This is an optimization exercise on Yosys and OpenROAD, whose aim is small area and a short achievable clock period, not a production implementation.
Only simulation tests tie the RTL to the original design; equivalence was not proved.
Power is estimated from default activity; no workload was simulated.

==> flow/design.v <==
module gpu_span (
    input clk,
    input sample,
    input start,
    input [9:0] Yn,
    input [1:0] shape,
    input signed [11:0] x0,
    input signed [11:0] y0,
    input signed [11:0] x1,
    input signed [11:0] y1,
    input signed [11:0] x2,
    input signed [11:0] y2,
    input signed [11:0] cx,
    input signed [11:0] cy,
    input [11:0] radius,
    output reg [9:0] lo,
    output reg [9:0] hi
);
    reg [1:0] shp;
    reg [11:0] px0, py0, px1, py1, px2, py2;
    reg [1:0] edg;           
    reg [4:0] stp;           
    reg [24:0] P;            
    reg [13:0] B;            
    reg [12:0] A;            
    reg sb, sa, sd;          
    wire act  = (edg != 2'd3);
    wire e0   = (edg == 2'd0);
    wire s_rect = (shp == 2'd0);
    wire s_tri  = (shp == 2'd1);
    wire s_cir  = (shp == 2'd2);
    wire s_none = (shp == 2'd3);
    wire st_mul  = (stp >= 5'd4) && (stp <= 5'd15);
    wire st_hi   = (stp >= 5'd16) && (stp <= 5'd28);    
    wire t_lb  = act & s_tri & (stp == 5'd0);
    wire t_la  = act & s_tri & (stp == 5'd1);
    wire t_ld  = act & s_tri & (stp == 5'd2);
    wire t_neg = act & s_tri & (stp == 5'd3);
    wire t_mul = act & s_tri & st_mul;
    wire t_div = act & s_tri & st_hi;
    wire t_fin = act & s_tri & (stp == 5'd29);
    wire c_ld  = act & s_cir & e0 & (stp == 5'd0);
    wire c_neg = act & s_cir & e0 & (stp == 5'd1);
    wire c_lbr = act & s_cir & e0 & (stp == 5'd2);
    wire c_lpr = act & s_cir & e0 & (stp == 5'd3);
    wire c_mul = act & s_cir & e0 & st_mul;
    wire c_sq  = act & s_cir & e0 & st_hi & (stp != 5'd28);
    wire c_sq0 = (stp == 5'd16);
    wire c_fl  = act & s_cir & e0 & (stp == 5'd28);
    wire c_fu  = act & s_cir & e0 & (stp == 5'd29);
    wire r_chk = act & s_rect & e0 & (stp == 5'd0);
    wire r_fl  = act & s_rect & e0 & (stp == 5'd1);
    wire r_fu  = act & s_rect & e0 & (stp == 5'd2);
    wire r_chk2= act & s_rect & e0 & (stp == 5'd3);
    wire r_rot = act & s_rect & e0 & ((stp == 5'd2) | (stp == 5'd4) | (stp == 5'd5));
    wire n_emp = act & s_none & e0 & (stp == 5'd0);
    wire rot = t_fin | r_rot;
    wire ld_d = t_ld | c_ld | r_chk | r_chk2;
    wire neg  = t_neg | c_neg;
    wire mul  = t_mul | c_mul;
    reg [14:0] X, Y;
    reg inv, cin;
    wire sat = P[12];                        
    wire tneg = sd ^ sa;                     
    wire tc = sd & (P[24:13] != 12'd0);      
    always @(*) begin
        X = 15'd0; Y = 15'd0; inv = 1'b0; cin = 1'b0;
        if (t_lb) begin
            X = {{3{px1[11]}}, px1}; Y = {{3{px0[11]}}, px0}; inv = 1'b1; cin = 1'b1;
        end else if (t_la) begin
            X = {{3{py1[11]}}, py1}; Y = {{3{py0[11]}}, py0}; inv = 1'b1; cin = 1'b1;
        end else if (ld_d) begin
            X = {5'd0, Yn}; Y = {{3{py0[11]}}, py0}; inv = 1'b1; cin = 1'b1;
        end else if (neg) begin
            Y = {{2{P[12]}}, P[12:0]}; inv = sd; cin = sd;
        end else if (c_lbr | c_lpr) begin
            X = {3'd0, px1}; Y = {{2{P[12]}}, P[12:0]}; inv = c_lpr; cin = c_lpr;
        end else if (mul) begin
            X = {2'd0, P[24:12]}; Y = P[0] ? {B[13], B} : 15'd0; inv = sb; cin = sb;
        end else if (t_div) begin
            X = {2'd0, P[24:12]}; Y = {{2{A[12]}}, A}; inv = ~sa; cin = ~sa;
        end else if (c_sq) begin
            X = {c_sq0 ? 13'd0 : B[12:0], P[23:22]};
            Y = {1'b0, c_sq0 ? 12'd0 : A[11:0], 2'b01}; inv = 1'b1; cin = 1'b1;
        end else if (t_fin) begin
            X = {{3{px0[11]}}, px0}; Y = {{2{P[12]}}, P[12:0]}; inv = tneg; cin = tneg ^ tc;
        end else if (c_fl | c_fu) begin
            X = {{3{px0[11]}}, px0}; Y = {{2{A[12]}}, A}; inv = c_fl; cin = c_fl;
        end else if (r_fl) begin
            X = {{3{px0[11]}}, px0};
        end else if (r_fu) begin
            X = {{3{px1[11]}}, px1}; inv = 1'b1;
        end
    end
    wire [14:0] D = X + (inv ? ~Y : Y) + {14'd0, cin};
    wire Dn = D[14];
    wire az = (A == 13'd0);
    wire is_up = (t_fin & ~sa) | c_fu | r_fu;
    wire is_lo = (t_fin & sa) | c_fl | r_fl;
    wire tri_special = t_fin & (az | sat);
    wire force_emp =
        n_emp |
        (r_chk & Dn) | (r_chk2 & ~Dn) |
        (c_lpr & Dn) |
        (t_fin & az & sd) |
        (t_fin & ~az & sat & (sa ? ~tneg : tneg)) |
        (is_up & ~tri_special & Dn) |
        (is_lo & ~tri_special & ~Dn & (D[13:10] != 4'd0));
    wire fits = ~Dn & (D[13:10] == 4'd0);
    wire upd_hi = is_up & ~tri_special & fits & (D[9:0] < hi);
    wire upd_lo = is_lo & ~tri_special & fits & (D[9:0] > lo);
    always @(posedge clk) begin
        if (sample) begin
            shp <= shape;
            px0 <= (shape == 2'd2) ? cx : x0;
            py0 <= (shape == 2'd2) ? cy : y0;
            px1 <= (shape == 2'd2) ? radius : x1;
            py1 <= y1;
            px2 <= x2;
            py2 <= y2;
        end else if (rot) begin
            px0 <= px1; py0 <= py1;
            px1 <= px2; py1 <= py2;
            px2 <= px0; py2 <= py0;
        end
        if (start) begin
            edg <= 2'd0;
            stp <= 5'd0;
        end else if (act) begin
            if (stp == 5'd29) begin
                stp <= 5'd0;
                edg <= edg + 2'd1;
            end else
                stp <= stp + 5'd1;
        end
        if (t_lb) begin B <= D[13:0]; sb <= Dn; end
        if (c_lbr) begin B <= D[13:0]; sb <= 1'b0; end
        if (t_la) begin A <= D[12:0]; sa <= Dn; end
        if (t_ld | c_ld) begin P <= {12'd0, D[12:0]}; sd <= Dn; end
        if (neg) P <= {12'd0, D[12:0]};
        if (c_lpr) P <= {13'd0, D[11:0]};
        if (mul) P <= {D[13:0], P[11:1]};
        if (t_div) begin
            if (stp == 5'd16) sd <= sd ^ sb && (P != 25'd0);
            P <= {(Dn ? P[23:12] : D[11:0]), P[11:0], ~Dn};
        end
        if (c_sq) begin
            P <= {P[22:0], 2'b00};
            B <= Dn ? {1'b0, X[12:0]} : D[13:0];
            A <= {c_sq0 ? 12'd0 : A[11:0], ~Dn};
        end
        if (start) begin
            lo <= 10'd0;
            hi <= 10'd1023;
        end else begin
            if (force_emp) lo <= 10'd1023;
            else if (upd_lo) lo <= D[9:0];
            if (upd_hi) hi <= D[9:0];
        end
    end
endmodule
module gpu (
    input clk,
    input rst,
    input [1:0] shape,
    input [23:0] color,
    input signed [11:0] x0,
    input signed [11:0] y0,
    input signed [11:0] x1,
    input signed [11:0] y1,
    input signed [11:0] x2,
    input signed [11:0] y2,
    input signed [11:0] cx,
    input signed [11:0] cy,
    input [11:0] radius,
    output [23:0] pixel,
    output reg [9:0] counterX,
    output reg [9:0] counterY,
    output reg terminated,
    output reg write_done
);
    reg [13:0] sc;
    wire sc_end = (sc == 14'd10000);
    always @(posedge clk) begin
        if (rst) begin
            sc <= 14'd0;
            write_done <= 1'b0;
            terminated <= 1'b0;
        end else begin
            sc <= sc_end ? 14'd1 : sc + 14'd1;
            if (sc_end) begin
                write_done <= 1'b1;
                if (write_done) terminated <= 1'b1;
            end
        end
    end
    wire x_last = (counterX == 10'd639);
    wire y_last = (counterY == 10'd479);
    wire [9:0] y_inc = counterY + 10'd1;
    always @(posedge clk) begin
        if (rst) begin
            counterX <= 10'd0;
            counterY <= 10'd0;
        end else if (write_done) begin
            if (x_last) begin
                counterX <= 10'd0;
                counterY <= y_last ? 10'd0 : y_inc;
            end else
                counterX <= counterX + 10'd1;
        end
    end
    wire start  = write_done ? (counterX == 10'd540) : (sc == 14'd9901);
    wire sample = start & (y_last | ~write_done);
    wire swap   = write_done ? x_last : sc_end;
    wire [9:0] Yn = (write_done & ~y_last) ? y_inc : 10'd0;
    wire [9:0] lo, hi;
    gpu_span span (
        .clk(clk), .sample(sample), .start(start), .Yn(Yn),
        .shape(shape), .x0(x0), .y0(y0), .x1(x1), .y1(y1), .x2(x2), .y2(y2),
        .cx(cx), .cy(cy), .radius(radius), .lo(lo), .hi(hi)
    );
    reg [9:0] Lc, Hc;
    always @(posedge clk)
        if (swap) begin
            Lc <= lo;
            Hc <= hi;
        end
    wire hit = (counterX >= Lc) & (counterX <= Hc);
    reg [23:0] colS, colA;
    always @(posedge clk) begin
        if (sample) colS <= color;
        if (write_done & (counterX == 10'd1) & (counterY == 10'd0)) colA <= colS;
    end
    reg h1, h2;
    always @(posedge clk) begin
        if (rst) begin
            h1 <= 1'b0;
            h2 <= 1'b0;
        end else begin
            h1 <= write_done & hit;
            h2 <= h1;
        end
    end
    assign pixel = h2 ? colA : 24'd0;
endmodule
==> flow/run.sh <==
#!/bin/bash
# synth_recipe.tcl (not shown) runs the flow's synth.tcl, then flattens the netlist and writes it again
# the make line also repeats each setting of config.mk as NAME=value (left out here)
make -C /OpenROAD-flow-scripts/flow DESIGN_CONFIG=/design/flow/config.mk WORK_HOME=/design/flow/orfs CLKGATE_MAP_FILE= SYNTH_SCRIPT=/design/flow/synth_recipe.tcl finish
==> flow/config.mk <==
export PLATFORM = sky130hd
export DESIGN_NAME = gpu
export DESIGN_NICKNAME = gpu
export VERILOG_FILES = /design/flow/design.v
export SDC_FILE = /design/flow/constraint.sdc
export NUM_CORES = 4
export LEC_CHECK = 0
export CAP_MARGIN = 20
export CORE_MARGIN = 2
export CORE_UTILIZATION = 40
export SLEW_MARGIN = 20
==> flow/constraint.sdc <==
create_clock -name core_clock -period 11.0 [get_ports {clk}]
set_input_delay 2.2000 -clock core_clock [delete_from_list [all_inputs] [get_ports {clk}]]
set_output_delay 2.2000 -clock core_clock [all_outputs]
set_load 0.01 [all_outputs]
==> impl_metrics.json <==
{
  "status": "timing/DRC/antenna clean",
  "rows": 70,
  "io_buffer_count": 181,
  "die_h_um": 198,
  "rsz0062_at_grt": "false",
  "grt.busiest_layer": "met2",
  "clock_latency_ns": 0.59,
  "syn_to_final_growth_pct": 22.0,
  "die_area_mm2": 0.0390,
  "multi_input_area_mm2": 0.00728,
  "clock_sinks": 262,
  "grt.met2_usage_pct": 35.5,
  "gp_congestion": 0.940,
  "critPathLaunch": "span.edg[0]$_SDFFE_PP0P_",
  "powerDensity_mw_per_mm2": 114,
  "rr_worst_depth": 25,
  "post_cts_resized": 0,
  "layout-drive-gt1-share_pct": 8.69,
  "ys_warn_count": 2,
  "fin_crit_sh_pct": 67.9,
  "syn-cell-area_mm2": 0.0150,
  "dpl.cell_count": 2082,
  "tritoncts": "built",
  "n_antenna_cell": 0,
  "timing.setup.tns_ns": 0,
  "vias_per_cell": 5.87,
  "antenna_left": 0,
  "postCtsSetupBuffers": 0,
  "cts_buffer_depth": 3,
  "reg2reg_to": "span.lo[2]$_SDFFE_PP0P_",
  "critical_path_class": "reg -> reg",
  "synth_ff_type": "edfxtp_1",
  "syn-instance-count": 1483,
  "nets": 1853,
  "synth_fp_nets": 1689,
  "htreeDepth": 1,
  "grt_pass1_vias": 11805,
  "drv_slew": 0,
  "antenna_found_initial": 0,
  "wl_per_cell_um": 21.2,
  "reg2reg_from": "span.edg[0]$_SDFFE_PP0P_",
  "worst_pin_slew_ns": 1.04,
  "cts_hold_buf": 0,
  "cts-buffers-inserted": 31,
  "final_util_pct": 49.7,
  "hold_slack_ns": 0.413,
  "critical_path_arrival_ns": 7.92,
  "use_met3_pct": 3.47,
  "slowest_delay_ns": 0.77,
  "slew_headroom_pct": 30.2,
  "boundaryPins": 182,
  "ir_drop_mv": 0.111,
  "synth_async_sr_flop_share_pct": 0,
  "setup_viol": 0,
  "fill_cells": 3413,
  "synth_seq_cells": 262,
  "endpoint": "span.lo[2]$_SDFFE_PP0P_",
  "hold_path_class": "reg -> reg",
  "required_ns": 11.45,
  "ys_top_cells_by_area": "edfxtp_1 (39%), dfxtp_1 (9.2%), ha_1 (5.7%)",
  "period_needed_ns": 7.47,
  "vias": 12535,
  "finalNonFillerCells": 2136,
  "die-width_um": 198,
  "grt_pass1_wl_mm": 69.0,
  "start_util_pct": 40.7,
  "drt_wl_total_mm": 45.2,
  "cap_violations": 0,
  "drtPass1Iterations": 8,
  "synth-edff-count": 193,
  "overflow": 0,
  "ys_types": 80,
  "cp_max_fo": 18,
  "fmax_mhz": 134,
  "clk_pin_slew_worst_paths_ns": 0.06,
  "core_area_mm2": 0.0368,
  "p_leak_uw": 0.00675,
  "worst_slack_ns": 3.53,
  "drtIter0Drc": 1241,
  "cts-root-buf": "clkbuf_16",
  "final.setup_skew_ns": 0.0201,
  "finalHoldViolCount": 0,
  "seq_area_mm2": 0.00718,
  "yosysSeqAreaShare_pct": 47.9,
  "yosysTopAreaCell": "edfxtp_1",
  "crit_top_cell": "o21ai_0",
  "use_met1_pct": 31.9,
  "grt_use_total_pct": 22.8,
  "rrSetupSlack_ns": 3.53,
  "post-place-ws_ns": 3.60,
  "grt_max_degree": 99,
  "drc": 0,
  "slowest_stage": "xnor3_2",
  "cp-start-kind": "flip-flop",
  "hpwl_mm": 33.2,
  "synth_top_area_share_pct": 38.7,
  "critPathCaptureType": "flip-flop",
  "syn_avg_cell_area_um2": 10.1
}
-- state kept, by name, summed over array words and instances, names as in the netlist, 12 cells and up --
register and flops:
span.A 13, span.P 25, sc 14, span.py0 12, span.py1 12, span.px0 12
span.B 14, colA 24, span.px1 12, colS 24, span.px2 12, span.py2 12
-- through the flow --
| step | area [um2] | power, uW |
|---|---|---|
| after floorplan | 15000 | 1090 |
| after global placement | 17300 | 1140 |
| after detailed placement | 17300 | 1140 |
| final | 18300 | 2080 |
| after global routing | 18300 | 2150 |
| after CTS | 18300 | 2110 |
-- cells in the final DEF, fill, tap and decap left out, drive strengths merged, types with 12 or more instances in the layout --
cell,instances
a211oi,14
a21o,16
a21oi,113
a222oi,18
a22oi,38
and2,30
and3,16
buf,32
clkbuf,41
clkdlybuf4s50,181
dfxtp,69
edfxtp,193
ha,68
inv,68
mux2,48
mux2i,56
nand2,110
nand2b,13
nand3,29
nand4,15
nor2,150
nor3,18
nor4,12
o211ai,16
o21a,12
o21ai,110
xnor2,31
xor2,22
-- metal layers --
layer | vias to the layer above | routed length [um]
met4 | 0 | 1750
met3 | 117 | 3820
met1 | 5961 | 19400
li1 | 5858 | -
met5 | - | 0
met2 | 599 | 20300
-- how the worst min path moves through the flow --
stage                       start            endpoint  slack (ns)  cells past startpoint
6_report        colS[6]$_DFFE_PP_   colA[6]$_DFFE_PP_        0.41                      0
4_1_cts         colS[6]$_DFFE_PP_   colA[6]$_DFFE_PP_        0.41                      0
3_5_place_dp   colS[16]$_DFFE_PP_  colA[16]$_DFFE_PP_        0.40                      0
3_3_place_gp   colS[13]$_DFFE_PP_  colA[13]$_DFFE_PP_        0.40                      0
5_1_grt         colS[7]$_DFFE_PP_   colA[7]$_DFFE_PP_        0.42                      0
2_1_floorplan   colS[0]$_DFFE_PP_   colA[0]$_DFFE_PP_        0.40                      0
-- cell usage after synthesis, types with 6 or more instances --
cell type	n
edfxtp_1	193
nor2_1	149
a21oi_1	113
nand2_1	110
o21ai_0	108
dfxtp_1	69
ha_1	68
inv_1	65
clkbuf_1	59
mux2i_1	56
mux2_2	48
a22oi_1	38
xnor2_1	31
and2_1	30
nand3_1	29
xor2_1	22
a222oi_1	18
nor3_1	17
a21o_1	16
and3_1	16
o211ai_1	16
nand4_1	15
a211oi_1	13
nand2b_1	13
buf_2	12
nor4_1	12
o21a_1	12
a221oi_1	10
nor2b_1	10
a31oi_1	9
or3_1	9
buf_1	7
a221o_1	6
a22o_1	6
o31ai_1	6
-- kinds of logic (layout without fill, tap and decap cells) --
kind of cell    count (synthesis)  in the layout  share of synthesized area, %
buf+inv                       149            334                          3.93
flops                         262            262                          47.9
simple gates                  439            439                          14.1
fa+ha+maj                      70             70                          5.94
mux                           104            104                          7.35
xor+xnor                       54             54                          3.26
compound gates                405            405                          17.5
-- worst max-delay path: cells and delay by family (launching register included) --
family / cells / cell delay [ns]
AO/OA/AOI/OAI: 10 / 2.09
AND/OR/NAND/NOR: 6 / 2.06
XOR/XNOR: 2 / 0.95
flip-flops: 1 / 0.35
multiplexers: 1 / 0.34
buffers and inverters: 3 / 0.48
adder cells (fa/ha/maj): 3 / 1.04
-- cell type report --
type | count | share of cell area [%]
repair buffers | 213 | 11.2
well taps | 468 | 3.20
clock buffers | 41 | 4.56
inverters | 67 | 1.38
clock inverters | 13 | 0.568
flip-flops and latches | 262 | 39.3
multi-input cells | 1072 | 39.8
-- where the power goes --
part / switching (uW) / internal (uW)
registers: 1.52 / 1050
logic: 18.6 / 49.7
clock network: 410 / 552

re-timing with driven ports:
The flow's constraints put no driver on any port. The routed layout listed below was extracted and timed again, unchanged, in two steps. Step 1 sets driving cells, clkbuf_16 on the clock port and buf_2 on the other inputs (assumed; they add their load-dependent delay and slew). Step 2 moves the port delays by t, midway between the first and last clock arrival at a register: inputs arrive t later, outputs are due t later. That takes back most of the time a late clock gives input paths. Slacks: ideal / step 1 / step 2; pairs: ideal / step 1.
shift t [ns]: 0.639
setup WS [ns]: 3.532 / 3.532 / 3.532
slew at the worst register clock pin (ns): 0.06 / 0.06
cell pins on the clock port's net: 1
After both steps this run still meets setup and hold. For this run, drivers alone change the setup slack by 0.000 ns; drivers and shift together by 0.000 ns.
